Background: an optimization exercise with open tools, aiming at small area, a short achievable clock period and few clock cycles per item. Do not read the settings as production practice. At most, simulation tests tie the RTL to the original design; equivalence was not proved. For run 6, only the layout was checked, not whether the RTL still works. Power and IR drop assume default switching activity.

## flow/run.sh

```bash
#!/bin/bash
# The standard layout, with the port buffers made from the smallest
# buffer cell instead of the flow's default choice.
set -euo pipefail
bash standard.sh BUFFER_PORTS_ARGS="-buffer_cell sky130_fd_sc_hd__buf_1" finish > standard_flow.log 2>&1
```

## standard.sh

```bash
#!/bin/bash
# synth_recipe.tcl (not shown) runs the flow's synth.tcl, then flattens the netlist and writes it again
# the make line also repeats each setting of config.mk as NAME=value (left out here)
make -C /OpenROAD-flow-scripts/flow DESIGN_CONFIG=/design/flow/config.mk WORK_HOME=/design/flow/orfs CLKGATE_MAP_FILE= SYNTH_SCRIPT=/design/flow/synth_recipe.tcl "${@:-finish}"
```

## config.mk

```make
export PLATFORM = sky130hd
export DESIGN_NAME = alu_design
export DESIGN_NICKNAME = alu_design
export VERILOG_FILES = /design/flow/design.v
export SDC_FILE = /design/flow/constraint.sdc
export NUM_CORES = 4
export LEC_CHECK = 0
export CAP_MARGIN = 20
export CORE_MARGIN = 2
export CORE_UTILIZATION = 40
export SETUP_SLACK_MARGIN = 3.6
export SLEW_MARGIN = 20
```

## constraint.sdc

```tcl
create_clock -name core_clock -period 8.5 [get_ports {clock}]
set_input_delay 1.7000 -clock core_clock [delete_from_list [all_inputs] [get_ports {clock}]]
set_output_delay 1.7000 -clock core_clock [all_outputs]
set_load 0.01 [all_outputs]
```

## design.v

```verilog
module alu_design(clock,reset,A,B,start_op,op_sel,result,end_op);
	localparam IN_WIDTH = 16;
	localparam OUT_WIDTH = 32;
	localparam OP_WIDTH = 3;
	input logic clock,reset;
	input logic [IN_WIDTH - 1 : 0] A;
	input logic [IN_WIDTH - 1 : 0] B;
	input logic start_op;
	input [OP_WIDTH - 1 : 0] op_sel;
	output logic [OUT_WIDTH - 1 : 0] result;
	output logic end_op;
	logic [2:0] cnt;           
	wire is_mul = op_sel[2] & ~op_sel[0];
	wire is_sub = ~op_sel[2] & op_sel[1] & ~op_sel[0];
	wire [15:0] src = (cnt == 3'd0) ? B : result[15:0];
	wire [1:0] dig = src[1:0];
	wire [15:0] hi = (cnt == 3'd0) ? 16'd0 : result[31:16];
	wire [15:0] x  = hi;
	wire [15:0] y  = A & {16{~op_sel[2] | dig[0]}};
	wire [16:0] z  = op_sel[2] ? {A & {16{dig[1]}}, 1'b0} : {1'b0, B ^ {16{op_sel[1] & ~op_sel[0]}}};
	wire [16:0] s  = {1'b0, x ^ y} ^ z;
	wire [16:0] c  = ({1'b0, x & y}) | ({1'b0, x ^ y} & z);
	wire [17:0] sum = 18'(s) + 18'({c, is_sub});
	logic [31:0] res_d;
	always_comb begin
		if (op_sel[2])
			res_d = op_sel[0] ? {16'd0, A & B} : {sum, src[15:2]};
		else if (op_sel[1] & op_sel[0])
			res_d = {16'd0, s[15:0]};
		else if (op_sel[1])
			res_d = {{16{~sum[16]}}, sum[15:0]};
		else if (op_sel[0])
			res_d = {15'd0, sum[16:0]};
		else
			res_d = 32'd0;
	end
	always_ff @(posedge clock)
		result <= res_d;
	always_ff @(posedge clock or posedge reset)
	begin
		if (reset) begin
			end_op <= 1'b0;
			cnt    <= 3'd0;
		end
		else if (start_op) begin
			end_op <= ~is_mul | (cnt == 3'd7);
			cnt    <= (is_mul && cnt != 3'd7) ? cnt + 3'd1 : 3'd0;
		end
		else begin
			end_op <= 1'b0;
			cnt    <= 3'd0;
		end
	end
endmodule
```

==> run notes, run 1 <==
- Largest stage delay on the critical path: 0.51 ns
- Cell mode on critical path: sky130_fd_sc_hd__fa_2
- Overall overflow remaining after global route: 0
- Worst slew margin relative to its limit: roughly half
- Final Setup Violations: 0
- R2R setup slack: 4.11 ns
- Chip Height: 96.41 um
- Number of nets with antenna violations after detailed routing: 0
- CTS HTree Levels: 2
- Pre-CTS worst setup slack: approximately 2.4 ns
- Detailed-route via count: 3308
- Count of warnings emitted by yosys: 1
- Worst Hold Class: reg -> reg
- Most frequent standard cell in the layout excluding fill and tap cells: sky130_fd_sc_hd__buf_1
- Number of buffers inserted for hold repair after clock tree synthesis: 0
- Status: finished clean
- Worst setup path category: in -> reg
- Die extent in x: 96.41 um
- Post-layout minimum cycle time: 4.775 ns
- Clock tree from TritonCTS: done
- Tot GR Track Use: 21.96%
- Number of antenna cells inserted: 0
- Final slew viol count: 0
- Post-synthesis instance area: approximately 0.0034 mm^2
- Distinct cell type count of the synthesized netlist: 52
- Critical Path Stages: 15
- Layout Area Growth over Synthesis: 18.79%
- Total core area: 0.008258 mm^2
- Max Freq: 209.4 MHz
- Seq/Total Area, Yosys: 21.68%
- Final hold vios: 0
- Number of search-and-repair iterations in the first detailed-routing pass: 4
- Worst path slowest cell: sky130_fd_sc_hd__fa_2
- Slew @ Worst Pin: between 0.7 and 0.8 ns
- Final Cycle Share: 56.18%
- Die area: 0.009295 mm^2
- Setup repair after global routing missed its margin: no
- Setup TNS after final layout: 0 ns
- # IOs: 71
- Share of flip-flops with an asynchronous set or reset: 11.11%
- Worst supply voltage drop on vdd: 0.05528 mV
- GP Congestion: around 0.91
- Reg-to-Reg Start: cnt[0]$_DFF_PP0_
- Per-cell routed wire length: about 18 um
- Largest net degree at the start of global routing: 58
- Areal power density over the cells: 166.5 mW/mm^2
- Worst reg2reg path depth: 19
- Buffers on Ports: 70
- Total CTS buffers: 5
- Kind of capture point of the worst setup path: flop
- Clock insertion delay at the later pin of the skew report: 0.30 ns
- Cell row count: 33
- Number of synthesized flops with an enable pin: 0
- Cell depth of the worst hold path: 2
- Final Net Count: approximately 560
- Effective utilization at floorplan: 41.36%
- Post-DP Area: around 0.0037 mm^2
- Buffer and inverter count on the worst path: 4
- Via density per instance: 5.616
- Worst Skew: approximately 0.0052 ns
- Residual DRC: 0
- Max Cap Violations: 0
- Data required time of the worst path: 8.65 ns
- Crit path arrival time: 4.92 ns
- Max clock buf depth: 2
- Clock tree sinks: 36
- Most frequently used flop master after synthesis: sky130_fd_sc_hd__dfxtp_1
- Wire length of the first global-routing pass: ~16 mm
- Startpoint class of the critical path: input port
- Clock Tree Root: sky130_fd_sc_hd__clkbuf_8
- Family with the most delay on the worst path: compound AO/OA/AOI/OAI gates
- Hold Startpoint: cnt[0]$_DFF_PP0_
- Worst setup startpoint: op_sel[2]
- Design area: 0.004058 mm^2
- Nets in the synthesized netlist: around 500
- PnR worst setup slack: 3.725 ns
- Register clock-pin slew on the reported worst setup and hold paths: approximately 0.080 ns
- Initial antenna violation count: 0
- Number of global-route vias before repair: ~3200
- Mean instance size in the synthesized netlist: ~8.1 um^2
- Iter 0 DRT Violations: 199
- HPWL after DPL: 7.136 mm
- Critical Path Fanout Max: 15
- Drt total wl: 10.46 mm
- Layout cells sized above 1: 10.54%
- Cell leakage power: 0.001684 uW
- Flop and latch count out of synthesis: 36
- Highest-count cells in the layout ignoring fill and taps: sky130_fd_sc_hd__buf_1 (67), sky130_fd_sc_hd__o21ai_0 (40), sky130_fd_sc_hd__a21oi_1 (38), sky130_fd_sc_hd__nand2_1 (38), sky130_fd_sc_hd__dfxtp_1 (32)
- Ordered cell list for the critical path: buf_2 -> buf_12 -> nor2b_4 -> buf_6 -> nand2_1 -> o21ai_1 -> fa_2 -> fa_2 -> a211oi_4 -> o211a_1 -> a2bb2oi_4 -> o21bai_4 -> mux2i_4 -> buf_4 -> o21ai_0
- Synthesized instance count: between 400 and 500
## registers in the layout, indices dropped and copies added, names as in the netlist
name    flops
cnt         3
end_op      1
result     32
## power breakdown
part,internal [uW],switching (uW),leakage (uW)
clock network,64.9,70.1,0.0000510
registers,197,17.1,0.000321
logic,134,192,0.00131
total,396,280,0.00168
## cells by family (layout without fill, tap and decap cells)
family	count (synthesis)	in the layout	synth area share (%)
flops	36	36	21.68
mux	17	17	5.348
simple gates	118	118	16.70
xor+xnor	32	32	8.205
buf+inv	49	113	6.410
compound gates	131	131	24.36
fa+ha+maj	37	37	17.29
## final timing paths
kind	endpoint
worst max-delay path	result[27]$_DFF_P_
worst min-delay path	cnt[0]$_DFF_PP0_
worst max register to register	result[27]$_DFF_P_
worst min register to register	cnt[0]$_DFF_PP0_
max in group asynchronous	cnt[2]$_DFF_PP0_
min in group asynchronous	cnt[1]$_DFF_PP0_
## cells in the mapped netlist (2+ instances only)
cell type | instances | share of area [%]
sky130_fd_sc_hd__o21ai_0 | 41 | 6.0
sky130_fd_sc_hd__a21oi_1 | 39 | 5.7
sky130_fd_sc_hd__nand2_1 | 39 | 4.3
sky130_fd_sc_hd__dfxtp_1 | 32 | 19
sky130_fd_sc_hd__inv_1 | 23 | 2.5
sky130_fd_sc_hd__nor2_1 | 23 | 2.5
sky130_fd_sc_hd__xnor2_1 | 23 | 5.9
sky130_fd_sc_hd__ha_1 | 20 | 7.3
sky130_fd_sc_hd__fa_1 | 17 | 10
sky130_fd_sc_hd__and2_1 | 16 | 2.9
sky130_fd_sc_hd__mux2i_1 | 16 | 4.7
sky130_fd_sc_hd__clkbuf_1 | 15 | 1.6
sky130_fd_sc_hd__nand3_1 | 11 | 1.6
sky130_fd_sc_hd__xor2_1 | 9 | 2.3
sky130_fd_sc_hd__nand2b_1 | 7 | 1.3
sky130_fd_sc_hd__o211ai_1 | 7 | 1.5
sky130_fd_sc_hd__a21o_1 | 6 | 1.3
sky130_fd_sc_hd__a31oi_1 | 6 | 1.1
sky130_fd_sc_hd__and3_1 | 6 | 1.1
sky130_fd_sc_hd__nor3_1 | 6 | 0.88
sky130_fd_sc_hd__nor2b_1 | 5 | 0.92
sky130_fd_sc_hd__dfrtp_1 | 4 | 2.9
sky130_fd_sc_hd__o21a_1 | 4 | 0.88
sky130_fd_sc_hd__o22ai_1 | 4 | 0.73
sky130_fd_sc_hd__buf_1 | 3 | 0.33
sky130_fd_sc_hd__buf_2 | 3 | 0.44
sky130_fd_sc_hd__o221ai_1 | 3 | 0.77
sky130_fd_sc_hd__a21o_2 | 2 | 0.51
sky130_fd_sc_hd__a221oi_1 | 2 | 0.51
sky130_fd_sc_hd__a31o_2 | 2 | 0.51
sky130_fd_sc_hd__and2_2 | 2 | 0.44
sky130_fd_sc_hd__buf_6 | 2 | 0.66
sky130_fd_sc_hd__o211a_1 | 2 | 0.59
sky130_fd_sc_hd__o211ai_2 | 2 | 0.73
## worst register-to-register path, delay by kind of cell (launching register included)
family / cells / cell delay [ns]
DFF: 1 / 0.36
buffers and inverters: 5 / 0.94
and+or+nand+nor: 4 / 0.46
muxes: 2 / 0.66
adders and majority gates: 3 / 1.15
AOI/OAI and AO/OA: 5 / 0.66
## cell type report
cell class,count,area [um^2]
Fill cell,811,4200
Multi-Input combinational cell,335,2547
Sequential cell,36,740.7
Timing Repair Buffer,82,459.2
Tap cell,105,131.4
Inverter,23,86.33
Clock buffer,6,82.58
Clock inverter,2,10.01
## metrics by stage
step	util (%)	std cells	hold WS, ns	total power, uW
after floorplan	-	420	0.5427	433.5
after global placement	44.95	573	0.5666	515.1
final	49.14	589	0.5905	675.5
after CTS	47.17	584	0.5940	659.1
after detailed placement	44.95	573	0.5774	514.5
after global routing	49.14	589	0.6457	724.8
## repair_timing
| item | 4_1_cts | 5_1_grt |
|---|---|---|
| gates resized for setup | 10 | 20 |
| pin swaps | 0 | 4 |
| setup buffers | 3 | 2 |
| setup endpoints to repair | 28 | 20 |
| cloned | 0 | 3 |
## layer usage
layer  GRT usage (%)  part of all wire (%)
met5               0                     0
met2           35.71                    47
met3           3.181                   6.4
met4           6.103                   1.6
met1           30.46                    45
Testbench counts, summed over its fixed seeds: cycles 52,084, items 24,000.
==> run 2: changes to the inputs <==
--- a/config.mk
+++ b/config.mk
@@ -9,4 +9,4 @@
 export CORE_MARGIN = 2
 export CORE_UTILIZATION = 40
-export SETUP_SLACK_MARGIN = 3.6
+export SETUP_SLACK_MARGIN = 3.5
 export SLEW_MARGIN = 20
==> run 2 against run 1 <==
Clock power hardly changed. Total power is 2.2% lower. Wire length is 2.7% lower. Non-clock buffer count is 4 lower. Combinational power is 4% lower. Sequential share of layout area is 0.53 points higher. Critical path depth stayed put. Global-route usage hardly changed. Utilization is 1.4 points lower. Worst hold slack worse by 0.0014 ns. Via count is 1.2% lower. Critical endpoint unchanged. Area after synthesis stayed put.
==> run notes, run 2 <==
- Share of flip-flops with an asynchronous set or reset: 11.11% (unchanged)
- Ordered cell list for the critical path: clkbuf_2 -> buf_12 -> nor2b_1 -> buf_6 -> nand2_1 -> o21ai_0 -> fa_2 -> fa_2 -> a211oi_2 -> o211a_1 -> a2bb2oi_2 -> o21bai_4 -> mux2i_4 -> buf_4 -> o21ai_0 (was buf_2 -> buf_12 -> nor2b_4 -> buf_6 -> nand2_1 -> o21ai_1 -> fa_2 -> fa_2 -> a211oi_4 -> o211a_1 -> a2bb2oi_4 -> o21bai_4 -> mux2i_4 -> buf_4 -> o21ai_0)
- Slew @ Worst Pin: 0.7425 ns (was 0.7489 ns)
- Number of antenna cells inserted: 0 (unchanged)
- Clock insertion delay at the later pin of the skew report: 0.30 ns (about the same)
- HPWL after DPL: 7.136 mm (unchanged)
- # IOs: 71 (unchanged)
- Post-synthesis instance area: 0.003416 mm^2 (unchanged)
- Layout cells sized above 1: 8.750% (was 10.54%)
- Status: finished clean (unchanged)
- Top post-synthesis cells by count: sky130_fd_sc_hd__o21ai_0 (41), sky130_fd_sc_hd__a21oi_1 (39), sky130_fd_sc_hd__nand2_1 (39) (unchanged)
- Area leader, netlist: sky130_fd_sc_hd__dfxtp_1 (unchanged)
- Total CTS buffers: 5 (unchanged)
- Kind of capture point of the worst setup path: flop (unchanged)
- Final-layout fill cell count: 831 (was 811)
- CTS HTree Levels: 2 (unchanged)
- Final slew viol count: 0 (unchanged)
- Critical Path Stages: 15 (unchanged)
- Areal power density over the cells: 167.5 mW/mm^2 (was 166.5 mW/mm^2)
- Clock tree from TritonCTS: done (unchanged)
- Number of nets with antenna violations after detailed routing: 0 (unchanged)
- Initial antenna violation count: 0 (unchanged)
- Adder-Cell Fraction of Synth Area: 17.29% (unchanged)
- Largest net degree at the start of global routing: 58 (unchanged)
- Register ranked first by flip-flop count: result (unchanged)
- Clock Tree Root: sky130_fd_sc_hd__clkbuf_8 (unchanged)
- Highest-count cells in the layout ignoring fill and taps: sky130_fd_sc_hd__buf_1 (67), sky130_fd_sc_hd__o21ai_0 (41), sky130_fd_sc_hd__a21oi_1 (38), sky130_fd_sc_hd__nand2_1 (38), sky130_fd_sc_hd__dfxtp_1 (32) (was sky130_fd_sc_hd__buf_1 (67), sky130_fd_sc_hd__o21ai_0 (40), sky130_fd_sc_hd__a21oi_1 (38), sky130_fd_sc_hd__nand2_1 (38), sky130_fd_sc_hd__dfxtp_1 (32))
- Worst Hold Class: reg -> reg (unchanged)
- Post-synthesis mux area share: 5.348% (unchanged)
- Chip Height: 96.41 um (unchanged)
- Share of the synthesized area in compound gates (AO/OA/AOI/OAI): 24.36% (unchanged)
- Die extent in x: 96.41 um (unchanged)
- Seq/Total Area, Yosys: 21.68% (unchanged)
- Per-cell routed wire length: 17.40 um (was 17.76 um)
- Detailed-route via count: 3269 (was 3308)
- Buffer and inverter count on the worst path: 4 (unchanged)
- Placed instance count: 573 (unchanged)
- Number of synthesized flops with an enable pin: 0 (unchanged)
- Worst setup path category: in -> reg (unchanged)
- Iter 0 DRT Violations: 179 (was 199)
- Worst slew margin relative to its limit: 50.50% (was 50.08%)
- Final Net Count: 554 (was 558)
- Synthesized instance count: 420 (unchanged)
- Overall overflow remaining after global route: 0 (unchanged)
- Drt total wl: 10.18 mm (was 10.46 mm)
- Dominant combinational cell family by area after synthesis: compound AO/OA/AOI/OAI gates (unchanged)
- Data required time of the worst path: 8.65 ns (about the same)
- Setup repair after global routing missed its margin: no (unchanged)
- Final Cycle Share: 57.15% (was 56.18%)
- R2R setup slack: 4.19 ns (was 4.11 ns)
- Count of warnings emitted by yosys: 1 (unchanged)
- Max Freq: 205.8 MHz (was 209.4 MHz)
- Cell leakage power: 0.001642 uW (was 0.001684 uW)
- Worst reg2reg path depth: 18 (was 19)
- Flop and latch count out of synthesis: 36 (unchanged)
- Setup TNS after final layout: 0 ns (unchanged)
- Final non-filler cell total: 585 (was 589)
- Wire length of the first global-routing pass: 15.79 mm (was 15.80 mm)
- Clock tree sinks: 36 (unchanged)
- Final hold vios: 0 (unchanged)
- Area contributors post-synth: sky130_fd_sc_hd__dfxtp_1 (19%), sky130_fd_sc_hd__fa_1 (10%), sky130_fd_sc_hd__ha_1 (7.3%), sky130_fd_sc_hd__o21ai_0 (6.0%), sky130_fd_sc_hd__xnor2_1 (5.9%) (unchanged)
- Worst path slowest cell: sky130_fd_sc_hd__fa_2 (unchanged)
- Cell row count: 33 (unchanged)
- Most frequent cell after synthesis: sky130_fd_sc_hd__o21ai_0 (unchanged)
- Reg-to-Reg Start: cnt[0]$_DFF_PP0_ (unchanged)
- Destination of the critical timing path: result[27]$_DFF_P_ (unchanged)
- Worst Skew: 0.002920 ns (was 0.005235 ns)
- Max Cap Violations: 0 (unchanged)
- Effective utilization at floorplan: 41.36% (unchanged)
- Most frequent standard cell in the layout excluding fill and tap cells: sky130_fd_sc_hd__buf_1 (unchanged)
- Family with the most delay on the worst path: compound AO/OA/AOI/OAI gates (unchanged)
- Mean instance size in the synthesized netlist: 8.133 um^2 (unchanged)
- Number of search-and-repair iterations in the first detailed-routing pass: 4 (unchanged)
- Buffers on Ports: 70 (unchanged)
- Worst setup startpoint: op_sel[2] (unchanged)
- Registers with the most flip-flops: result x32, cnt x3, end_op x1 (unchanged)
- Number of global-route vias before repair: 3199 (was 3202)
- Synth Area in Simple Gates: 16.70% (unchanged)
- Largest stage delay on the critical path: 0.52 ns (was 0.51 ns)
- Critical Path Fanout Max: 29 (was 15)
- Max clock buf depth: 2 (unchanged)
- Tot GR Track Use: 21.94% (was 21.96%)
- Worst supply voltage drop on vdd: 0.05553 mV (was 0.05528 mV)
- GP Congestion: 0.9135 (unchanged)
- Post-layout minimum cycle time: 4.858 ns (was 4.775 ns)
- Largest register FFs: 32 (unchanged)
- Startpoint class of the critical path: input port (unchanged)
- Top-area cell type share of the netlist area: 18.75% (unchanged)
- Die area: 0.009295 mm^2 (unchanged)
- Via density per instance: 5.588 (was 5.616)
- Residual DRC: 0 (unchanged)
- Final Setup Violations: 0 (unchanged)
- Worst R2R End: result[27]$_DFF_P_ (unchanged)
- Xor/xnor cell area share of the yosys netlist: 8.205% (unchanged)
- Most frequently used flop master after synthesis: sky130_fd_sc_hd__dfxtp_1 (unchanged)
- Total core area: 0.008258 mm^2 (unchanged)
- Register clock-pin slew on the reported worst setup and hold paths: 0.08 ns (about the same)
- Nets in the synthesized netlist: 495 (unchanged)
- Distinct cell type count of the synthesized netlist: 52 (unchanged)
- Crit path arrival time: 5.01 ns (was 4.92 ns)
- Layout Area Growth over Synthesis: 15.46% (was 18.79%)
-- run 2: timing repair --
item	4_1_cts	5_1_grt
pin swaps	0	1
buffers inserted	3	0
setup endpoints to repair	27	18
hold buffers	0	0
cloned	0	1
gates resized for setup	8	9
hold endpoints to repair	0	0
-- run 2: per-layer routing --
layer  GRT usage, %  wire length [um]  up-vias
li1               -                 -     1583
met1          30.41              4673     1574
met2          35.71              4797       99
met3          3.181               543       13
met4          6.103               166        0
met5              0                 0        -
-- run 2: cells by family (layout without fill, tap and decap cells) --
group	after synthesis	count (layout)
flops	36	36
mux	17	17
simple gates	118	118
compound gates	131	131
xor+xnor	32	32
fa+ha+maj	37	37
buf+inv	49	109
-- run 2: how the worst min path moves through the flow --
| stage | from | cells after the start | slack [ns] | to |
|---|---|---|---|---|
| after detailed placement | cnt[0]$_DFF_PP0_ | 2 | 0.58 | cnt[0]$_DFF_PP0_ |
| after CTS | cnt[0]$_DFF_PP0_ | 2 | 0.59 | cnt[0]$_DFF_PP0_ |
| after global routing | cnt[0]$_DFF_PP0_ | 2 | 0.65 | cnt[0]$_DFF_PP0_ |
| after global placement | cnt[0]$_DFF_PP0_ | 2 | 0.57 | cnt[0]$_DFF_PP0_ |
| after floorplan | cnt[0]$_DFF_PP0_ | 2 | 0.54 | cnt[0]$_DFF_PP0_ |
| final | cnt[0]$_DFF_PP0_ | 2 | 0.59 | cnt[0]$_DFF_PP0_ |
-- run 2: final cells by class --
| type | instances | area (um^2) | share of cell area, % |
|---|---|---|---|
| multi-input combinational | 335 | 2496 | 63.29 |
| sequential | 36 | 740.7 | 18.78 |
| timing repair buffer | 78 | 396.6 | 10.06 |
| tap | 105 | 131.4 | 3.331 |
| inverter | 23 | 86.33 | 2.189 |
| clock buffer | 6 | 82.58 | 2.094 |
| clock inverter | 2 | 10.01 | 0.2538 |
-- run 2: worst register-to-register path, cell delays in order, from the launching register on --
cell and delay [ns]:
sky130_fd_sc_hd__dfrtp_1 0.36, sky130_fd_sc_hd__inv_1 0.06, sky130_fd_sc_hd__ha_1 0.19, sky130_fd_sc_hd__nand2b_1 0.11, sky130_fd_sc_hd__buf_4 0.41, sky130_fd_sc_hd__mux2i_1 0.14, sky130_fd_sc_hd__nor2b_1 0.16, sky130_fd_sc_hd__buf_6 0.22
sky130_fd_sc_hd__nand2_1 0.08, sky130_fd_sc_hd__o21ai_0 0.10, sky130_fd_sc_hd__fa_2 0.52, sky130_fd_sc_hd__fa_2 0.44, sky130_fd_sc_hd__a211oi_2 0.32, sky130_fd_sc_hd__o211a_1 0.22, sky130_fd_sc_hd__a2bb2oi_2 0.23, sky130_fd_sc_hd__o21bai_4 0.10
sky130_fd_sc_hd__mux2i_4 0.22, sky130_fd_sc_hd__buf_4 0.19, sky130_fd_sc_hd__o21ai_0 0.09
-- run 2: report_power, final --
part	leakage, uW	switching (uW)	internal (uW)	total (uW)
Combinational	0.00127	187	125	312
Clock	0.0000510	69.8	64.9	135
Sequential	0.000321	16.9	197	214
-- run 2: metrics by stage --
| stage | utilization, % | setup WS, ns | area (um^2) | hold WS (ns) | power (uW) |
|---|---|---|---|---|---|
| 3_5_place_dp | 44.95 | 2.416 | 3712 | 0.5774 | 514.5 |
| 4_1_cts | 47.02 | 3.502 | 3882 | 0.5940 | 657.4 |
| 5_1_grt | 47.76 | 3.497 | 3944 | 0.6457 | 710.2 |
| 6_report | 47.76 | 3.642 | 3944 | 0.5891 | 660.5 |
| 3_3_place_gp | 44.95 | 2.586 | 3712 | 0.5666 | 515.1 |
| 2_1_floorplan | - | 3.610 | 3416 | 0.5427 | 433.5 |
==> run 3: changes to the inputs <==
--- a/config.mk
+++ b/config.mk
@@ -9,4 +9,5 @@
 export CORE_MARGIN = 2
 export CORE_UTILIZATION = 40
+export PLACE_DENSITY = 0.8
 export SETUP_SLACK_MARGIN = 3.5
 export SLEW_MARGIN = 20
==> run 3 against run 2 <==
Global-route usage is 0.74 points lower. Synthesized cell count unchanged. Largest power group unchanged. Register-to-register slack worse by 0.26 ns. Cell count grew 0.34%. Clock power up 16%. Cell area increased by 0.70%. Highest routed layer unchanged. Largest cell class unchanged. Die area did not move. Worst hold slack worse by 0.0098 ns. Worst setup slack got worse by 0.013 ns. Via count is 2.0% higher.
==> run notes, run 3 <==
- Status: finished clean (unchanged)
- Die area: 0.009295 mm^2 (unchanged)
- Top layer reached by signal wires: met4 (unchanged)
- GP Congestion: 0.9328 (was 0.9135)
- Effective utilization at floorplan: 41.36% (unchanged)
- Final Setup Violations: 0 (unchanged)
- Largest register FFs: 32 (unchanged)
- Final hold vios: 0 (unchanged)
- Initial antenna violation count: 0 (unchanged)
- Most frequently used flop master after synthesis: sky130_fd_sc_hd__dfxtp_1 (unchanged)
- Synthesized instance count: 420 (unchanged)
- Residual DRC: 0 (unchanged)
- Number of nets with antenna violations after detailed routing: 0 (unchanged)
- Max clock buf depth: 2 (unchanged)
- Flop and latch count out of synthesis: 36 (unchanged)
- Drt total wl: 10.07 mm (was 10.18 mm)
- Highest-count cells in the layout ignoring fill and taps: sky130_fd_sc_hd__buf_1 (67), sky130_fd_sc_hd__o21ai_0 (41), sky130_fd_sc_hd__a21oi_1 (38), sky130_fd_sc_hd__nand2_1 (38), sky130_fd_sc_hd__dfxtp_1 (32) (unchanged)
- Final slew viol count: 0 (unchanged)
- Worst Hold Class: reg -> reg (unchanged)
- Slew @ Worst Pin: 0.8927 ns (was 0.7425 ns)
- Final Net Count: 556 (was 554)
- Nets in the synthesized netlist: 495 (unchanged)
- Layout Area Growth over Synthesis: 16.26% (was 15.46%)
- Register clock-pin slew on the reported worst setup and hold paths: 0.08 ns (about the same)
- Family with the most delay on the worst path: adder cells (was compound AO/OA/AOI/OAI gates)
- Internal Power: 411.6 uW (was 387.3 uW)
- Buffer and inverter count on the worst path: 4 (unchanged)
- Largest stage delay on the critical path: 0.48 ns (was 0.52 ns)
- Cell leakage power: 0.001655 uW (was 0.001642 uW)
- Chip Height: 96.41 um (unchanged)
- Post-synthesis instance area: 0.003416 mm^2 (unchanged)
- Net switching fraction of the power: 40.24% (was 41.36%)
- Number of global-route vias before repair: 3142 (was 3199)
- Met1 WL: 4.180 mm (was 4.673 mm)
- Setup repair after global routing missed its margin: no (unchanged)
- Total core area: 0.008258 mm^2 (unchanged)
- Mean instance size in the synthesized netlist: 8.133 um^2 (unchanged)
- Data required time of the worst path: 8.64 ns (was 8.65 ns)
- Gate power share: 46.1% (was 47.2%)
- Most frequent standard cell in the layout excluding fill and tap cells: sky130_fd_sc_hd__buf_1 (unchanged)
- Detailed-route via count: 3333 (was 3269)
- Relative contribution of the clock network to total power: 22.7% (was 20.4%)
- Areal power density over the cells: 173.4 mW/mm^2 (was 167.5 mW/mm^2)
- Area leader, netlist: sky130_fd_sc_hd__dfxtp_1 (unchanged)
- Per-cell routed wire length: 17.16 um (was 17.40 um)
- Most frequent cell after synthesis: sky130_fd_sc_hd__o21ai_0 (unchanged)
- CTS HTree Levels: 2 (unchanged)
- Crit path arrival time: 5.02 ns (was 5.01 ns)
- Design area: 0.003971 mm^2 (was 0.003944 mm^2)
- Register ranked first by flip-flop count: result (unchanged)
- Sequential Power Share: 31.2% (was 32.4%)
- Top post-synthesis cells by count: sky130_fd_sc_hd__o21ai_0 (41), sky130_fd_sc_hd__a21oi_1 (39), sky130_fd_sc_hd__nand2_1 (39) (unchanged)
- Number of antenna cells inserted: 0 (unchanged)
- HPWL after DPL: 7.231 mm (was 7.136 mm)
- Kind of capture point of the worst setup path: flop (unchanged)
- Clock insertion delay at the later pin of the skew report: 0.30 ns (about the same)
- Seq/Total Area, Yosys: 21.68% (unchanged)
- Worst path slowest cell: sky130_fd_sc_hd__fa_1 (was sky130_fd_sc_hd__fa_2)
- Top-area cell type share of the netlist area: 18.75% (unchanged)
- Clock tree from TritonCTS: done (unchanged)
- # IOs: 71 (unchanged)
- Worst Skew: 0.01361 ns (was 0.002920 ns)
- Wire length of the first global-routing pass: 15.33 mm (was 15.79 mm)
- Iter 0 DRT Violations: 354 (was 179)
- Post-layout minimum cycle time: 4.871 ns (was 4.858 ns)
- Registers with the most flip-flops: result x32, cnt x3, end_op x1 (unchanged)
- Total power of the final layout: 688.7 uW (was 660.5 uW)
- Startpoint class of the critical path: input port (unchanged)
- DR WL met3: 623 um (was 543 um)
- Final Cycle Share: 57.31% (was 57.15%)
- Max Cap Violations: 0 (unchanged)
- Clock Tree Root: sky130_fd_sc_hd__clkbuf_8 (unchanged)
- Number of buffers inserted for hold repair after clock tree synthesis: 0 (unchanged)
- Tot GR Track Use: 21.20% (was 21.94%)
- Met2 wire len: 5.013 mm (was 4.797 mm)
- Overall overflow remaining after global route: 0 (unchanged)
- Share of flip-flops with an asynchronous set or reset: 11.11% (unchanged)
- Ordered cell list for the critical path: clkbuf_2 -> buf_12 -> nand2b_2 -> xnor2_1 -> nand2b_1 -> fa_1 -> inv_1 -> ha_1 -> fa_2 -> a211oi_2 -> o211a_1 -> a2bb2oi_4 -> o21bai_4 -> mux2i_4 -> buf_4 -> o21ai_0 (was clkbuf_2 -> buf_12 -> nor2b_1 -> buf_6 -> nand2_1 -> o21ai_0 -> fa_2 -> fa_2 -> a211oi_2 -> o211a_1 -> a2bb2oi_2 -> o21bai_4 -> mux2i_4 -> buf_4 -> o21ai_0)
- Power dissipated by switching net loads: 277.2 uW (was 273.2 uW)
- Worst supply voltage drop on vdd: 0.07905 mV (was 0.05553 mV)
- Worst slew margin relative to its limit: 40.49% (was 50.50%)
- Final non-filler cell total: 587 (was 585)
- Post-DP Area: 0.003711 mm^2 (was 0.003712 mm^2)
- Final-layout fill cell count: 782 (was 831)
- Number of synthesized flops with an enable pin: 0 (unchanged)
- Fin util: 48.09% (was 47.76%)
- Largest net degree at the start of global routing: 58 (unchanged)
- Placed instance count: 573 (unchanged)
- Count of warnings emitted by yosys: 1 (unchanged)
- Via density per instance: 5.678 (was 5.588)
- Buffers on Ports: 70 (unchanged)
- Critical Path Fanout Max: 22 (was 29)
- Worst setup path category: in -> reg (unchanged)
- Area contributors post-synth: sky130_fd_sc_hd__dfxtp_1 (19%), sky130_fd_sc_hd__fa_1 (10%), sky130_fd_sc_hd__ha_1 (7.3%), sky130_fd_sc_hd__o21ai_0 (6.0%), sky130_fd_sc_hd__xnor2_1 (5.9%) (unchanged)
- Number of search-and-repair iterations in the first detailed-routing pass: 7 (was 4)
- Cell row count: 33 (unchanged)
- Clock tree sinks: 36 (unchanged)
- Total CTS buffers: 5 (unchanged)
- Layout cells sized above 1: 8.714% (was 8.750%)
- Die extent in x: 96.41 um (unchanged)
- Distinct cell type count of the synthesized netlist: 52 (unchanged)
- Setup TNS after final layout: 0 ns (unchanged)
- Max Freq: 205.3 MHz (was 205.8 MHz)
run 3: cell counts after synthesis:
Identical to the previous run, type by type.
run 3: power groups by stage:
| stage | Sequential, uW | Combinational (uW) | Clock, uW |
|---|---|---|---|
| finish | 215 | 318 | 156 |
| global route | 217 | 350 | 161 |
| CTS | 215 | 303 | 157 |
| detailed placement | 218 | 298 | 0 |
| global placement | 218 | 293 | 0 |
| floorplan | 227 | 206 | 0 |
run 3: final timing paths:
kind                                      end  slack (ns)        startpoint  cells past startpoint
setup / recovery           result[20]$_DFF_P_        3.63         op_sel[0]                     16
hold / removal               cnt[0]$_DFF_PP0_        0.58  cnt[0]$_DFF_PP0_                      2
setup reg to reg           result[20]$_DFF_P_        3.93  cnt[0]$_DFF_PP0_                     17
hold reg to reg              cnt[0]$_DFF_PP0_        0.58  cnt[0]$_DFF_PP0_                      2
max in group asynchronous    cnt[2]$_DFF_PP0_        7.12             reset                      2
min in group asynchronous    end_op$_DFF_PP0_        1.23             reset                      2
run 3: metal layers:
metal	track usage, %	up-vias
li1	-	1582
met1	27.09	1600
met2	37.73	125
met3	2.095	26
met4	6.455	0
met5	0	-
run 3: timing repair:
action                     in CTS  in global routing
resized for setup               4                 16
setup endpoints to repair      28                 21
setup buffers                   5                  0
pin swaps                       0                  1
cloned                          0                  1
run 3: worst register-to-register path: stages, from the launching register on:
cell                        delay [ns]
sky130_fd_sc_hd__dfrtp_1          0.35
sky130_fd_sc_hd__inv_1            0.06
sky130_fd_sc_hd__ha_1             0.19
sky130_fd_sc_hd__nand2b_1         0.63
sky130_fd_sc_hd__mux2i_1          0.24
sky130_fd_sc_hd__nand2_4          0.26
sky130_fd_sc_hd__nand2_1          0.12
sky130_fd_sc_hd__fa_1             0.51
sky130_fd_sc_hd__inv_1            0.06
sky130_fd_sc_hd__ha_1             0.25
sky130_fd_sc_hd__fa_2             0.39
sky130_fd_sc_hd__a211oi_2         0.31
sky130_fd_sc_hd__o211a_1          0.25
sky130_fd_sc_hd__a2bb2oi_4        0.21
sky130_fd_sc_hd__o21bai_4         0.09
sky130_fd_sc_hd__mux2i_4          0.20
sky130_fd_sc_hd__buf_4            0.21
sky130_fd_sc_hd__o21ai_0          0.10
run 3: cell families after synthesis:
kind of cell             after synthesis  synth area share (%)
buffers and inverters                 49                 6.410
flip-flops                            36                 21.68
multiplexers                          17                 5.348
adder cells (fa/ha/maj)               37                 17.29
XOR/XNOR                              32                 8.205
AND/OR/NAND/NOR                      118                 16.70
AO/OA/AOI/OAI                        131                 24.36
run 3: through the flow:
| stage | setup slack, ns | hold WS, ns |
|---|---|---|
| 6_report | 3.629 | 0.5794 |
| 5_1_grt | 3.503 | 0.6047 |
| 4_1_cts | 3.506 | 0.5846 |
| 3_5_place_dp | 2.446 | 0.5751 |
| 3_3_place_gp | 2.579 | 0.5656 |
| 2_1_floorplan | 3.610 | 0.5427 |
run 3: layout make-up:
cell class	instances	area [um^2]	area share, %
multi-input cells	335	2505	63.07
flip-flops and latches	36	740.7	18.65
repair buffers	80	400.4	10.08
well taps	105	131.4	3.308
inverters	23	86.33	2.174
clock buffers	6	72.57	1.827
clock inverters	2	35.03	0.8822
==> run 4: changes to the inputs <==
--- a/config.mk
+++ b/config.mk
@@ -9,5 +9,5 @@
 export CORE_MARGIN = 2
 export CORE_UTILIZATION = 40
-export PLACE_DENSITY = 0.8
+export PLACE_DENSITY = 0.45
 export SETUP_SLACK_MARGIN = 3.5
 export SLEW_MARGIN = 20
==> run 4 against run 3 <==
Synthesized cell count unchanged. Register-to-register slack better by 0.28 ns. Global-route usage up 1.6 points. Fmax up 1.4%. Utilization up 0.32 points. Area after synthesis unchanged. Total power down 4.5%. Wire length up 7.1%. Critical path type unchanged. Critical endpoint is now result[16]$_DFF_P_. Largest cell class unchanged.
==> run notes, run 4 <==
- Ordered cell list for the critical path: clkbuf_2 -> buf_12 -> nor2b_2 -> buf_12 -> xnor2_1 -> o21ai_1 -> fa_1 -> fa_2 -> a211oi_4 -> o211a_1 -> a2bb2oi_4 -> o21bai_4 -> mux2i_4 -> buf_4 -> o221ai_1 (was clkbuf_2 -> buf_12 -> nand2b_2 -> xnor2_1 -> nand2b_1 -> fa_1 -> inv_1 -> ha_1 -> fa_2 -> a211oi_2 -> o211a_1 -> a2bb2oi_4 -> o21bai_4 -> mux2i_4 -> buf_4 -> o21ai_0)
- Worst R2R End: result[16]$_DFF_P_ (was result[20]$_DFF_P_)
- Number of antenna cells inserted: 0 (unchanged)
- Clock Tree Root: sky130_fd_sc_hd__clkbuf_8 (unchanged)
- Overall overflow remaining after global route: 0 (unchanged)
- Register clock-pin slew on the reported worst setup and hold paths: 0.07 ns (was 0.08 ns)
- Clock insertion delay at the later pin of the skew report: 0.29 ns (was 0.30 ns)
- Slew @ Worst Pin: 0.8501 ns (was 0.8927 ns)
- Post-synthesis instance area: 0.003416 mm^2 (unchanged)
- Worst supply voltage drop on vdd: 0.09090 mV (was 0.07905 mV)
- Share of flip-flops with an asynchronous set or reset: 11.11% (unchanged)
- Clock tree sinks: 36 (unchanged)
- Distinct cell type count of the synthesized netlist: 52 (unchanged)
- Post-layout minimum cycle time: 4.806 ns (was 4.871 ns)
- R2R setup slack: 4.21 ns (was 3.93 ns)
- Gate power share: 49.3% (was 46.1%)
- Cell row count: 33 (unchanged)
- Worst path slowest cell: sky130_fd_sc_hd__fa_1 (unchanged)
- Wire length of the first global-routing pass: 16.11 mm (was 15.33 mm)
- Detailed-route via count: 3238 (was 3333)
- Met1 WL: 5.139 mm (was 4.180 mm)
- Total core area: 0.008258 mm^2 (unchanged)
- Worst reg2reg path depth: 19 (was 17)
- Count of warnings emitted by yosys: 1 (unchanged)
- Internal Power: 383.4 uW (was 411.6 uW)
- Number of global-route vias before repair: 3150 (was 3142)
- Setup repair after global routing missed its margin: no (unchanged)
- Sequential Power Share: 32.2% (was 31.2%)
- Initial antenna violation count: 0 (unchanged)
- Chip Height: 96.41 um (unchanged)
- Mean instance size in the synthesized netlist: 8.133 um^2 (unchanged)
- Family with the most delay on the worst path: compound AO/OA/AOI/OAI gates (was adder cells)
- Die extent in x: 96.41 um (unchanged)
- Worst Skew: 0.007324 ns (was 0.01361 ns)
- Worst slew margin relative to its limit: 43.33% (was 40.49%)
- Status: finished clean (unchanged)
- Number of search-and-repair iterations in the first detailed-routing pass: 5 (was 7)
- Met2 wire len: 4.907 mm (was 5.013 mm)
- Registers with the most flip-flops: result x32, cnt x3, end_op x1 (unchanged)
- Largest register FFs: 32 (unchanged)
- DR WL met3: 673 um (was 623 um)
- Final Net Count: 557 (was 556)
- Number of buffers inserted for hold repair after clock tree synthesis: 0 (unchanged)
- Flop and latch count out of synthesis: 36 (unchanged)
- Most frequent standard cell in the layout excluding fill and tap cells: sky130_fd_sc_hd__buf_1 (unchanged)
- Cell depth of the worst hold path: 2 (unchanged)
- Final Cycle Share: 56.54% (was 57.31%)
- Most frequently used flop master after synthesis: sky130_fd_sc_hd__dfxtp_1 (unchanged)
- Seq/Total Area, Yosys: 21.68% (unchanged)
- Area contributors post-synth: sky130_fd_sc_hd__dfxtp_1 (19%), sky130_fd_sc_hd__fa_1 (10%), sky130_fd_sc_hd__ha_1 (7.3%), sky130_fd_sc_hd__o21ai_0 (6.0%), sky130_fd_sc_hd__xnor2_1 (5.9%) (unchanged)
- Clock tree from TritonCTS: done (unchanged)
- Final Setup Violations: 0 (unchanged)
- Cell leakage power: 0.001656 uW (was 0.001655 uW)
- Hold Crit Endpoint: cnt[0]$_DFF_PP0_ (unchanged)
- Register ranked first by flip-flop count: result (unchanged)
- GP Congestion: 0.8781 (was 0.9328)
- Via density per instance: 5.516 (was 5.678)
- Residual DRC: 0 (unchanged)
- Areal power density over the cells: 164.6 mW/mm^2 (was 173.4 mW/mm^2)
- HPWL after DPL: 7.487 mm (was 7.231 mm)
- Top post-synthesis cells by count: sky130_fd_sc_hd__o21ai_0 (41), sky130_fd_sc_hd__a21oi_1 (39), sky130_fd_sc_hd__nand2_1 (39) (unchanged)
- Worst Hold Class: reg -> reg (unchanged)
- Data required time of the worst path: 8.64 ns (about the same)
- Buffers on Ports: 70 (unchanged)
- Final-layout fill cell count: 869 (was 782)
- Final hold vios: 0 (unchanged)
- Max clock buf depth: 2 (unchanged)
- Hold Startpoint: cnt[0]$_DFF_PP0_ (unchanged)
- Layout cells sized above 1: 8.714% (unchanged)
- Top-area cell type share of the netlist area: 18.75% (unchanged)
- Largest net degree at the start of global routing: 58 (unchanged)
- Final slew viol count: 0 (unchanged)
- Per-cell routed wire length: 18.37 um (was 17.16 um)
- Worst Hold Slack: 0.5877 ns (was 0.5794 ns)
- Startpoint class of the critical path: input port (unchanged)
- Highest-count cells in the layout ignoring fill and taps: sky130_fd_sc_hd__buf_1 (67), sky130_fd_sc_hd__a21oi_1 (39), sky130_fd_sc_hd__o21ai_0 (39), sky130_fd_sc_hd__nand2_1 (38), sky130_fd_sc_hd__dfxtp_1 (32) (was sky130_fd_sc_hd__buf_1 (67), sky130_fd_sc_hd__o21ai_0 (41), sky130_fd_sc_hd__a21oi_1 (38), sky130_fd_sc_hd__nand2_1 (38), sky130_fd_sc_hd__dfxtp_1 (32))
- Tot GR Track Use: 22.80% (was 21.20%)
- Worst setup path category: in -> reg (unchanged)
- Effective utilization at floorplan: 41.36% (unchanged)
- Synthesized instance count: 420 (unchanged)
- Buffer and inverter count on the worst path: 4 (unchanged)
- Number of nets with antenna violations after detailed routing: 0 (unchanged)
- Iter 0 DRT Violations: 152 (was 354)
- CTS HTree Levels: 2 (unchanged)
- Max Cap Violations: 0 (unchanged)
- Most frequent cell after synthesis: sky130_fd_sc_hd__o21ai_0 (unchanged)
- Largest stage delay on the critical path: 0.55 ns (was 0.48 ns)
- # IOs: 71 (unchanged)
- Kind of capture point of the worst setup path: flop (unchanged)
- Relative contribution of the clock network to total power: 18.5% (was 22.7%)
- Drt total wl: 10.79 mm (was 10.07 mm)
- Area leader, netlist: sky130_fd_sc_hd__dfxtp_1 (unchanged)
- Net switching fraction of the power: 41.73% (was 40.24%)
- Layout Area Growth over Synthesis: 17.03% (was 16.26%)
- Total CTS buffers: 5 (unchanged)
- Crit path arrival time: 4.95 ns (was 5.02 ns)
- Number of synthesized flops with an enable pin: 0 (unchanged)
- Die area: 0.009295 mm^2 (unchanged)
- Cell mode on critical path: sky130_fd_sc_hd__buf_12
- Nets in the synthesized netlist: 495 (unchanged)
- Power dissipated by switching net loads: 274.5 uW (was 277.2 uW)
- Max Freq: 208.1 MHz (was 205.3 MHz)
- Reg-to-Reg Start: cnt[0]$_DFF_PP0_ (unchanged)
- Top layer reached by signal wires: met4 (unchanged)
- Setup TNS after final layout: 0 ns (unchanged)
- Critical Path Fanout Max: 22 (unchanged)
-- run 4: cells by family after synthesis --
| group | share of synthesized area [%] |
|---|---|
| simple gates | 16.70 |
| compound gates | 24.36 |
| fa+ha+maj | 17.29 |
| mux | 5.348 |
| xor+xnor | 8.205 |
| flops | 21.68 |
| buf+inv | 6.410 |
-- run 4: layout make-up --
type,instances,area (um^2),area share (%)
multi-input cells,335,2517,62.97
flip-flops and latches,36,740.7,18.53
repair buffers,81,444.2,11.11
well taps,105,131.4,3.286
inverters,23,86.33,2.160
clock buffers,6,72.57,1.815
clock inverters,1,5.005,0.1252
-- run 4: per-stage QoR --
| step | util (%) | power, uW | setup slack (ns) | std cells | instance area (um^2) |
|---|---|---|---|---|---|
| floorplan | - | 433.5 | 3.610 | 420 | 3416 |
| global placement | 45.05 | 519.9 | 2.680 | 574 | 3720 |
| detailed placement | 45.05 | 518.8 | 2.557 | 574 | 3720 |
| CTS | 46.58 | 649.2 | 3.523 | 583 | 3846 |
| global route | 48.41 | 713.0 | 3.496 | 587 | 3998 |
| finish | 48.41 | 657.9 | 3.694 | 587 | 3998 |
-- run 4: per-layer routing --
layer | global-route usage, % | up-vias
li1 | - | 1586
met1 | 31.81 | 1548
met2 | 38.19 | 98
met3 | 2.793 | 6
met4 | 4.343 | 0
met5 | 0 | -
-- run 4: worst min-delay path, stage by stage, from the launching register on --
cell and delay (ns):
sky130_fd_sc_hd__dfrtp_1 0.36, sky130_fd_sc_hd__inv_1 0.06, sky130_fd_sc_hd__and3_1 0.14
-- run 4: timing repair --
item                                    CTS  global route
buffers inserted                          2             2
resized for setup                         9            16
cloned                                    0             2
endpoints found under the setup margin   26            20
pin swaps                                 0             3
-- run 4: worst max path at each step --
| stage | startpoint | end | slack, ns | cells past startpoint |
|---|---|---|---|---|
| after global placement | op_sel[2] | result[16]$_DFF_P_ | 2.68 | 12 |
| after global routing | op_sel[0] | result[27]$_DFF_P_ | 3.50 | 17 |
| after floorplan | op_sel[1] | result[26]$_DFF_P_ | 3.61 | 14 |
| after detailed placement | op_sel[2] | result[16]$_DFF_P_ | 2.56 | 12 |
| after CTS | op_sel[1] | result[12]$_DFF_P_ | 3.52 | 12 |
| final | op_sel[0] | result[16]$_DFF_P_ | 3.69 | 15 |
-- run 4: power by group through the flow --
stage	Combinational (uW)	Sequential, uW	Clock (uW)
5_1_grt	364	215	134
4_1_cts	309	212	128
3_5_place_dp	303	216	0
6_report	324	212	122
3_3_place_gp	304	216	0
2_1_floorplan	206	227	0
==> run 5: changes to the inputs <==
--- a/config.mk
+++ b/config.mk
@@ -9,5 +9,4 @@
 export CORE_MARGIN = 2
 export CORE_UTILIZATION = 40
-export PLACE_DENSITY = 0.45
-export SETUP_SLACK_MARGIN = 3.5
+export SETUP_SLACK_MARGIN = 3.75
 export SLEW_MARGIN = 20
==> run 5 against run 4 <==
Sequential power about the same. First-iteration DRC count up 38%. Clock skew decreased by 0.00099 ns. Combinational power grew 5%. Total power up 4.8%.
==> run notes, run 5 <==
- Status: finished clean (unchanged)
- R2R setup slack: 4.13 ns (was 4.21 ns)
- Number of synthesized flops with an enable pin: 0 (unchanged)
- Largest register FFs: 32 (unchanged)
- Per-cell routed wire length: 17.44 um (was 18.37 um)
- Hold Startpoint: cnt[0]$_DFF_PP0_ (unchanged)
- Top post-synthesis cells by count: sky130_fd_sc_hd__o21ai_0 (41), sky130_fd_sc_hd__a21oi_1 (39), sky130_fd_sc_hd__nand2_1 (39) (unchanged)
- Hold Crit Endpoint: cnt[0]$_DFF_PP0_ (unchanged)
- Number of buffers inserted for hold repair after clock tree synthesis: 0 (unchanged)
- Die extent in x: 96.41 um (unchanged)
- Final Setup Violations: 0 (unchanged)
- Cell depth of the worst hold path: 2 (unchanged)
- Final Cycle Share: 54.56% (was 56.54%)
- Max clock buf depth: 2 (unchanged)
- Slew @ Worst Pin: 0.7685 ns (was 0.8501 ns)
- Post-synthesis instance area: 0.003416 mm^2 (unchanged)
- Register ranked first by flip-flop count: result (unchanged)
- Most frequently used flop master after synthesis: sky130_fd_sc_hd__dfxtp_1 (unchanged)
- Worst R2R End: result[27]$_DFF_P_ (was result[16]$_DFF_P_)
- Worst reg2reg path depth: 17 (was 19)
- Number of nets with antenna violations after detailed routing: 0 (unchanged)
- Xor/xnor cell area share of the yosys netlist: 8.205% (unchanged)
- Highest-count cells in the layout ignoring fill and taps: sky130_fd_sc_hd__buf_1 (67), sky130_fd_sc_hd__a21oi_1 (38), sky130_fd_sc_hd__nand2_1 (38), sky130_fd_sc_hd__o21ai_0 (37), sky130_fd_sc_hd__dfxtp_1 (32) (was sky130_fd_sc_hd__buf_1 (67), sky130_fd_sc_hd__a21oi_1 (39), sky130_fd_sc_hd__o21ai_0 (39), sky130_fd_sc_hd__nand2_1 (38), sky130_fd_sc_hd__dfxtp_1 (32))
- Tot GR Track Use: 22.38% (was 22.80%)
- HPWL after DPL: 7.215 mm (was 7.487 mm)
- Register clock-pin slew on the reported worst setup and hold paths: 0.08 ns (was 0.07 ns)
- Effective utilization at floorplan: 41.36% (unchanged)
- Final-layout fill cell count: 841 (was 869)
- Worst slew margin relative to its limit: 48.77% (was 43.33%)
- Clock Tree Root: sky130_fd_sc_hd__clkbuf_8 (unchanged)
- Clock tree sinks: 36 (unchanged)
- Worst Hold Slack: 0.5877 ns (about the same)
- Synth Area in Simple Gates: 16.70% (unchanged)
- Number of global-route vias before repair: 3229 (was 3150)
- Buffers on Ports: 70 (unchanged)
- Die area: 0.009295 mm^2 (unchanged)
- Number of antenna cells inserted: 0 (unchanged)
- Iter 0 DRT Violations: 209 (was 152)
- Overall overflow remaining after global route: 0 (unchanged)
- Share of flip-flops with an asynchronous set or reset: 11.11% (unchanged)
- Via density per instance: 5.575 (was 5.516)
- Final Net Count: 564 (was 557)
- Wire length of the first global-routing pass: 16.02 mm (was 16.11 mm)
- Data required time of the worst path: 8.65 ns (was 8.64 ns)
- Area contributors post-synth: sky130_fd_sc_hd__dfxtp_1 (19%), sky130_fd_sc_hd__fa_1 (10%), sky130_fd_sc_hd__ha_1 (7.3%), sky130_fd_sc_hd__o21ai_0 (6.0%), sky130_fd_sc_hd__xnor2_1 (5.9%) (unchanged)
- Worst Hold Class: reg -> reg (unchanged)
- Share of the synthesized area in compound gates (AO/OA/AOI/OAI): 24.36% (unchanged)
- Chip Height: 96.41 um (unchanged)
- Dominant combinational cell family by area after synthesis: compound AO/OA/AOI/OAI gates (unchanged)
- Total CTS buffers: 5 (unchanged)
- Distinct cell type count of the synthesized netlist: 52 (unchanged)
- Worst Skew: 0.006329 ns (was 0.007324 ns)
- Reg-to-Reg Start: cnt[0]$_DFF_PP0_ (unchanged)
- Drt total wl: 10.38 mm (was 10.79 mm)
- Post-synthesis mux area share: 5.348% (unchanged)
- Final slew viol count: 0 (unchanged)
- Total power of the final layout: 689.6 uW (was 657.9 uW)
- Synthesized instance count: 420 (unchanged)
- Area leader, netlist: sky130_fd_sc_hd__dfxtp_1 (unchanged)
- Setup repair after global routing missed its margin: no (unchanged)
- Seq/Total Area, Yosys: 21.68% (unchanged)
- Total core area: 0.008258 mm^2 (unchanged)
- Max Freq: 215.6 MHz (was 208.1 MHz)
- CTS HTree Levels: 2 (unchanged)
- Max Cap Violations: 0 (unchanged)
- Clock insertion delay at the later pin of the skew report: 0.30 ns (was 0.29 ns)
- Registers with the most flip-flops: result x32, cnt x3, end_op x1 (unchanged)
- Residual DRC: 0 (unchanged)
- Setup TNS after final layout: 0 ns (unchanged)
- Post-layout minimum cycle time: 4.637 ns (was 4.806 ns)
- Worst supply voltage drop on vdd: 0.06864 mV (was 0.09090 mV)
- GP Congestion: 0.8743 (was 0.8781)
- Adder-Cell Fraction of Synth Area: 17.29% (unchanged)
- # IOs: 71 (unchanged)
- Startpoint class of the critical path: input port (unchanged)
- Mean instance size in the synthesized netlist: 8.133 um^2 (unchanged)
- Critical Path Fanout Max: 15 (was 22)
- Areal power density over the cells: 166.5 mW/mm^2 (was 164.6 mW/mm^2)
- Initial antenna violation count: 0 (unchanged)
- Largest net degree at the start of global routing: 44 (was 58)
- Layout Area Growth over Synthesis: 21.28% (was 17.03%)
- Crit path arrival time: 4.79 ns (was 4.95 ns)
- Nets in the synthesized netlist: 495 (unchanged)
- Number of search-and-repair iterations in the first detailed-routing pass: 6 (was 5)
- Clock tree from TritonCTS: done (unchanged)
- Most frequent standard cell in the layout excluding fill and tap cells: sky130_fd_sc_hd__buf_1 (unchanged)
- Top-area cell type share of the netlist area: 18.75% (unchanged)
- Detailed-route via count: 3317 (was 3238)
- Cell leakage power: 0.001703 uW (was 0.001656 uW)
- Worst setup path category: in -> reg (unchanged)
- Most frequent cell after synthesis: sky130_fd_sc_hd__o21ai_0 (unchanged)
- Layout cells sized above 1: 12.65% (was 8.714%)
- Flop and latch count out of synthesis: 36 (unchanged)
- Count of warnings emitted by yosys: 1 (unchanged)
- Kind of capture point of the worst setup path: flop (unchanged)
- Cell row count: 33 (unchanged)
- Final hold vios: 0 (unchanged)
## run 5: cell counts after synthesis
Identical to the previous run, type by type.
## run 5: how the worst max path moves through the flow
stage	slack, ns	cells past startpoint	to	startpoint
finish	3.86	15	result[27]$_DFF_P_	op_sel[2]
global route	3.74	15	result[27]$_DFF_P_	op_sel[2]
CTS	3.76	15	result[27]$_DFF_P_	op_sel[2]
detailed placement	2.44	13	result[16]$_DFF_P_	op_sel[0]
global placement	2.61	13	result[16]$_DFF_P_	op_sel[0]
floorplan	3.76	15	result[26]$_DFF_P_	B[1]
## run 5: worst max-delay path, stage by stage
cell	delay [ns]
sky130_fd_sc_hd__clkbuf_2	0.18
sky130_fd_sc_hd__buf_12	0.18
sky130_fd_sc_hd__nor2b_4	0.19
sky130_fd_sc_hd__clkbuf_4	0.21
sky130_fd_sc_hd__nand2_1	0.06
sky130_fd_sc_hd__o21ai_0	0.11
sky130_fd_sc_hd__fa_1	0.49
sky130_fd_sc_hd__ha_1	0.39
sky130_fd_sc_hd__o211ai_2	0.13
sky130_fd_sc_hd__o211a_1	0.26
sky130_fd_sc_hd__a2bb2oi_4	0.18
sky130_fd_sc_hd__o21bai_4	0.17
sky130_fd_sc_hd__mux2i_4	0.29
sky130_fd_sc_hd__buf_6	0.16
sky130_fd_sc_hd__o21ai_0	0.09
## run 5: final cells by class
cell class / instances / area, um^2 / area share (%)
clock buffer: 8 / 90.09 / 2.175
multi-input combinational: 335 / 2592 / 62.58
timing repair buffer: 88 / 501.7 / 12.11
tap: 105 / 131.4 / 3.171
inverter: 23 / 86.33 / 2.084
sequential: 36 / 740.7 / 17.88
## run 5: where the power goes
part | switching, uW | internal [uW]
Combinational | 197 | 143
Sequential | 15.6 | 197
Clock | 70.2 | 66.4
Total | 282 | 407
## run 5: stage by stage
stage               worst slack, ns  cell area, um^2  std cells  utilization, %
finish                        3.863             4143        595           50.17
global route                  3.741             4143        595           50.17
CTS                           3.755             3931        586           47.61
detailed placement            2.437             3712        573           44.95
global placement              2.606             3712        573           44.95
floorplan                     3.761             3422        420               -
## run 5: cells by family (layout without fill, tap and decap cells)
logic type,after synthesis,after routing
mux,17,17
simple gates,118,118
xor+xnor,32,32
buf+inv,49,119
compound gates,131,131
fa+ha+maj,37,37
flops,36,36
## run 5: layer usage
layer | vias up | routed length [um] | GRT usage (%)
met5 | - | 0 | 0
met4 | 0 | 132 | 5.164
met3 | 15 | 494 | 3.491
met2 | 112 | 4865 | 36.69
met1 | 1589 | 4884 | 31.04
li1 | 1601 | - | -
## run 5: timing repair
item                                    4_1_cts  5_1_grt
cloned                                        1        2
pin swaps                                     0        7
resized for setup                            14       33
buffers inserted                              4        7
endpoints found under the setup margin       31       24
==> run 6: changes to the inputs <==
--- a/design.v
+++ b/design.v
@@ -16,7 +16,8 @@
 	wire [1:0] dig = src[1:0];
 	wire [15:0] hi = (cnt == 3'd0) ? 16'd0 : result[31:16];
-	wire [15:0] x  = hi;
+	wire        sub = op_sel[1] & ~op_sel[0];
+	wire [15:0] x  = hi | (~B & {16{sub}});
 	wire [15:0] y  = A & {16{~op_sel[2] | dig[0]}};
-	wire [16:0] z  = op_sel[2] ? {A & {16{dig[1]}}, 1'b0} : {1'b0, B ^ {16{op_sel[1] & ~op_sel[0]}}};
+	wire [16:0] z  = op_sel[2] ? {A & {16{dig[1]}}, 1'b0} : {1'b0, B & {16{~sub}}};
 	wire [16:0] s  = {1'b0, x ^ y} ^ z;
 	wire [16:0] c  = ({1'b0, x & y}) | ({1'b0, x ^ y} & z);
--- a/config.mk
+++ b/config.mk
@@ -9,4 +9,4 @@
 export CORE_MARGIN = 2
 export CORE_UTILIZATION = 40
-export SETUP_SLACK_MARGIN = 3.75
+export SETUP_SLACK_MARGIN = 3
 export SLEW_MARGIN = 20
==> run 6 against run 5 <==
Critical endpoint is now result[12]$_DFF_P_. Worst setup slack lost 0.63 ns. Still clean. Critical path type unchanged. Critical path depth shrank 3. Combinational power grew 7.6%.
==> run notes, run 6 <==
- Status: finished clean (unchanged)
- Synthesized instance count: 419 (was 420)
- Flop and latch count out of synthesis: 36 (unchanged)
- Max clock buf depth: 2 (unchanged)
- HPWL after DPL: 7.634 mm (was 7.215 mm)
- Register ranked first by flip-flop count: result (unchanged)
- Worst reg2reg path depth: 15 (was 17)
- Post-layout minimum cycle time: 5.272 ns (was 4.637 ns)
- Area leader, netlist: sky130_fd_sc_hd__dfxtp_1 (unchanged)
- Wire length of the first global-routing pass: 16.62 mm (was 16.02 mm)
- Number of synthesized flops with an enable pin: 0 (unchanged)
- Clock insertion delay at the later pin of the skew report: 0.29 ns (was 0.30 ns)
- Placed instance count: 571 (was 573)
- Gate power share: 51.0% (was 49.3%)
- Final non-filler cell total: 584 (was 595)
- Total core area: 0.008175 mm^2 (was 0.008258 mm^2)
- Final Setup Violations: 0 (unchanged)
- Areal power density over the cells: 186.4 mW/mm^2 (was 166.5 mW/mm^2)
- Die extent in x: 95.70 um (was 96.41 um)
- Slew @ Worst Pin: 1.021 ns (was 0.7685 ns)
- Kind of capture point of the worst setup path: flop (unchanged)
- Worst setup path category: in -> reg (unchanged)
- Family with the most delay on the worst path: compound AO/OA/AOI/OAI gates (unchanged)
- Initial antenna violation count: 0 (unchanged)
- Drt total wl: 10.40 mm (was 10.38 mm)
- Largest stage delay on the critical path: 0.50 ns (was 0.49 ns)
- Largest register FFs: 32 (unchanged)
- Total CTS buffers: 5 (unchanged)
- Layout Area Growth over Synthesis: 14.55% (was 21.28%)
- Fin util: 47.12% (was 50.17%)
- Setup repair after global routing missed its margin: no (unchanged)
- CTS HTree Levels: 2 (unchanged)
- Post-DP Area: 0.003677 mm^2 (was 0.003712 mm^2)
- Tot GR Track Use: 23.42% (was 22.38%)
- Largest net degree at the start of global routing: 45 (was 44)
- Share of flip-flops with an asynchronous set or reset: 11.11% (unchanged)
- # IOs: 71 (unchanged)
- Number of antenna cells inserted: 0 (unchanged)
- Effective utilization at floorplan: 41.14% (was 41.36%)
- GP Congestion: 0.9637 (was 0.8743)
- Max Cap Violations: 0 (unchanged)
- Worst Hold Class: reg -> reg (unchanged)
- Highest-count cells in the layout ignoring fill and taps: sky130_fd_sc_hd__buf_1 (68), sky130_fd_sc_hd__a21oi_1 (34), sky130_fd_sc_hd__nand2_1 (33), sky130_fd_sc_hd__dfxtp_1 (32), sky130_fd_sc_hd__o21ai_0 (30) (was sky130_fd_sc_hd__buf_1 (67), sky130_fd_sc_hd__a21oi_1 (38), sky130_fd_sc_hd__nand2_1 (38), sky130_fd_sc_hd__o21ai_0 (37), sky130_fd_sc_hd__dfxtp_1 (32))
- Count of warnings emitted by yosys: 1 (unchanged)
- Cell depth of the worst hold path: 2 (unchanged)
- Distinct cell type count of the synthesized netlist: 50 (was 52)
- Layout cells sized above 1: 5.846% (was 12.65%)
- Total power of the final layout: 718.1 uW (was 689.6 uW)
- Mean instance size in the synthesized netlist: 8.027 um^2 (was 8.133 um^2)
- Chip Height: 95.70 um (was 96.41 um)
- Clock tree sinks: 36 (unchanged)
- Iter 0 DRT Violations: 225 (was 209)
- Number of search-and-repair iterations in the first detailed-routing pass: 5 (was 6)
- Internal Power: 411.2 uW (was 407.1 uW)
- Number of global-route vias before repair: 3325 (was 3229)
- Worst supply voltage drop on vdd: 0.06859 mV (was 0.06864 mV)
- Final hold vios: 0 (unchanged)
- Overall overflow remaining after global route: 0 (unchanged)
- Crit path arrival time: 5.51 ns (was 4.79 ns)
- Relative contribution of the clock network to total power: 18.6% (was 19.8%)
- Buffers on Ports: 70 (unchanged)
- Nets in the synthesized netlist: 494 (was 495)
- Net switching fraction of the power: 42.74% (was 40.97%)
- Post-synthesis instance area: 0.003363 mm^2 (was 0.003416 mm^2)
- Number of nets with antenna violations after detailed routing: 0 (unchanged)
- Die area: 0.009158 mm^2 (was 0.009295 mm^2)
- Residual DRC: 0 (unchanged)
- Clock tree from TritonCTS: done (unchanged)
- Sequential Power Share: 30.4% (was 30.9%)
- Worst Skew: 0.004344 ns (was 0.006329 ns)
- Clock Tree Root: sky130_fd_sc_hd__clkbuf_8 (unchanged)
- Data required time of the worst path: 8.74 ns (was 8.65 ns)
- Via density per instance: 5.887 (was 5.575)
- Power dissipated by switching net loads: 307.0 uW (was 282.5 uW)
- Final Cycle Share: 62.02% (was 54.56%)
- Hold Startpoint: cnt[0]$_DFF_PP0_ (unchanged)
- Final Net Count: 553 (was 564)
- Ordered cell list for the critical path: clkbuf_4 -> nor2b_1 -> buf_4 -> a22o_1 -> fa_1 -> fa_1 -> a21o_1 -> a311oi_2 -> o21bai_1 -> a31o_1 -> or4b_1 -> nand3_1 (was clkbuf_2 -> buf_12 -> nor2b_4 -> clkbuf_4 -> nand2_1 -> o21ai_0 -> fa_1 -> ha_1 -> o211ai_2 -> o211a_1 -> a2bb2oi_4 -> o21bai_4 -> mux2i_4 -> buf_6 -> o21ai_0)
- Final-layout fill cell count: 845 (was 841)
- Final slew viol count: 0 (unchanged)
- Register clock-pin slew on the reported worst setup and hold paths: 0.08 ns (about the same)
- Most frequent standard cell in the layout excluding fill and tap cells: sky130_fd_sc_hd__buf_1 (unchanged)
- Top-area cell type share of the netlist area: 19.05% (was 18.75%)
- Worst R2R End: result[12]$_DFF_P_ (was result[27]$_DFF_P_)
- Reg-to-Reg Start: cnt[0]$_DFF_PP0_ (unchanged)
- Cell mode on critical path: sky130_fd_sc_hd__fa_1 (was sky130_fd_sc_hd__o21ai_0)
- Critical Path Fanout Max: 44 (was 15)
- Area contributors post-synth: sky130_fd_sc_hd__dfxtp_1 (19%), sky130_fd_sc_hd__fa_1 (10%), sky130_fd_sc_hd__ha_1 (7.4%), sky130_fd_sc_hd__mux2i_1 (5.7%), sky130_fd_sc_hd__a21oi_1 (5.1%) (was sky130_fd_sc_hd__dfxtp_1 (19%), sky130_fd_sc_hd__fa_1 (10%), sky130_fd_sc_hd__ha_1 (7.3%), sky130_fd_sc_hd__o21ai_0 (6.0%), sky130_fd_sc_hd__xnor2_1 (5.9%))
- Setup TNS after final layout: 0 ns (unchanged)
- Top post-synthesis cells by count: sky130_fd_sc_hd__a21oi_1 (34), sky130_fd_sc_hd__nand2_1 (34), sky130_fd_sc_hd__dfxtp_1 (32) (was sky130_fd_sc_hd__o21ai_0 (41), sky130_fd_sc_hd__a21oi_1 (39), sky130_fd_sc_hd__nand2_1 (39))
- Max Freq: 189.7 MHz (was 215.6 MHz)
- Detailed-route via count: 3438 (was 3317)
- Cell leakage power: 0.001671 uW (was 0.001703 uW)
- Seq/Total Area, Yosys: 22.02% (was 21.68%)
- R2R setup slack: 3.83 ns (was 4.13 ns)
- Registers with the most flip-flops: result x32, cnt x3, end_op x1 (unchanged)
- Most frequently used flop master after synthesis: sky130_fd_sc_hd__dfxtp_1 (unchanged)
- Per-cell routed wire length: 17.81 um (was 17.44 um)
- Cell row count: 33 (unchanged)
- Hold Crit Endpoint: cnt[0]$_DFF_PP0_ (unchanged)
- Worst path slowest cell: sky130_fd_sc_hd__fa_1 (unchanged)
- Buffer and inverter count on the worst path: 2 (was 4)
- Design area: 0.003852 mm^2 (was 0.004143 mm^2)
- Number of buffers inserted for hold repair after clock tree synthesis: 0 (unchanged)
- Startpoint class of the critical path: input port (unchanged)
- Worst slew margin relative to its limit: 31.46% (was 48.77%)
## run 6: timing repair
item                       CTS  global route
buffers inserted             3             2
setup endpoints to repair   28            20
pin swaps                    1             0
gates resized for setup      7             3
gates cloned                 0             0
## run 6: logic make-up (layout without fill, tap and decap cells)
family,Yosys count,in the layout,synth area share (%)
AOI/OAI and AO/OA,138,138,26.15
and+or+nand+nor,123,123,18.27
buffers and inverters,49,109,5.692
adders and majority gates,37,37,17.56
DFF,36,36,22.02
muxes,19,19,5.655
xor gates and xnor gates,17,17,4.651
## run 6: area by class of cell
class                           count  area (um^2)  share of cell area (%)
Multi-Input combinational cell    334         2465                   63.98
Clock buffer                        6        82.58                   2.144
Sequential cell                    36        740.7                   19.23
Clock inverter                      2        10.01                  0.2598
Tap cell                          105        131.4                   3.410
Timing Repair Buffer               78        336.6                   8.737
Inverter                           23        86.33                   2.241
## run 6: power groups by stage
| stage | registers [uW] | clock network [uW] | logic [uW] |
|---|---|---|---|
| final | 219 | 134 | 366 |
| after global routing | 222 | 142 | 406 |
| after CTS | 219 | 136 | 362 |
| after detailed placement | 223 | 0 | 349 |
| after global placement | 223 | 0 | 345 |
| after floorplan | 235 | 0 | 236 |
## run 6: metrics by stage
stage	hold WS [ns]	setup slack [ns]
detailed placement	0.5806	1.590
global placement	0.5653	1.788
floorplan	0.5427	3.067
CTS	0.5934	3.011
global route	0.6135	3.031
finish	0.5915	3.228
## run 6: worst reg2reg max path: cells and delay by family, from the launching register on
family                   cells  cell delay, ns
multiplexers                 1            0.35
AND/OR/NAND/NOR              5            1.07
AO/OA/AOI/OAI                4            1.15
flip-flops                   1            0.35
buffers and inverters        2            0.47
adder cells (fa/ha/maj)      3            1.22
## run 6: metal layers
metal	share of wire, %	GRT usage, %	up-vias
li1	-	-	1633
met1	43	30.11	1660
met2	49	40.33	129
met3	6.0	3.054	16
met4	2.3	8.214	0
met5	0	0	-
## run 6: how the worst max path moves through the flow
stage                              end  slack, ns  cells after the start      start
floorplan           result[12]$_DFF_P_       3.07                     17  op_sel[1]
global placement    result[30]$_DFF_P_       1.79                     14  op_sel[0]
detailed placement  result[30]$_DFF_P_       1.59                     14  op_sel[0]
CTS                 result[12]$_DFF_P_       3.01                     11  op_sel[2]
global route        result[12]$_DFF_P_       3.03                     12  op_sel[2]
finish              result[12]$_DFF_P_       3.23                     12  op_sel[2]

Re-timed with assumed drivers on the ports (clkbuf_16 on the clock, buf_2 on other inputs), run 6 has 3.236 ns of setup slack against 3.228 ns with ideal ports, and 2.915 ns once port delays also move by the mid clock arrival of 0.321 ns.
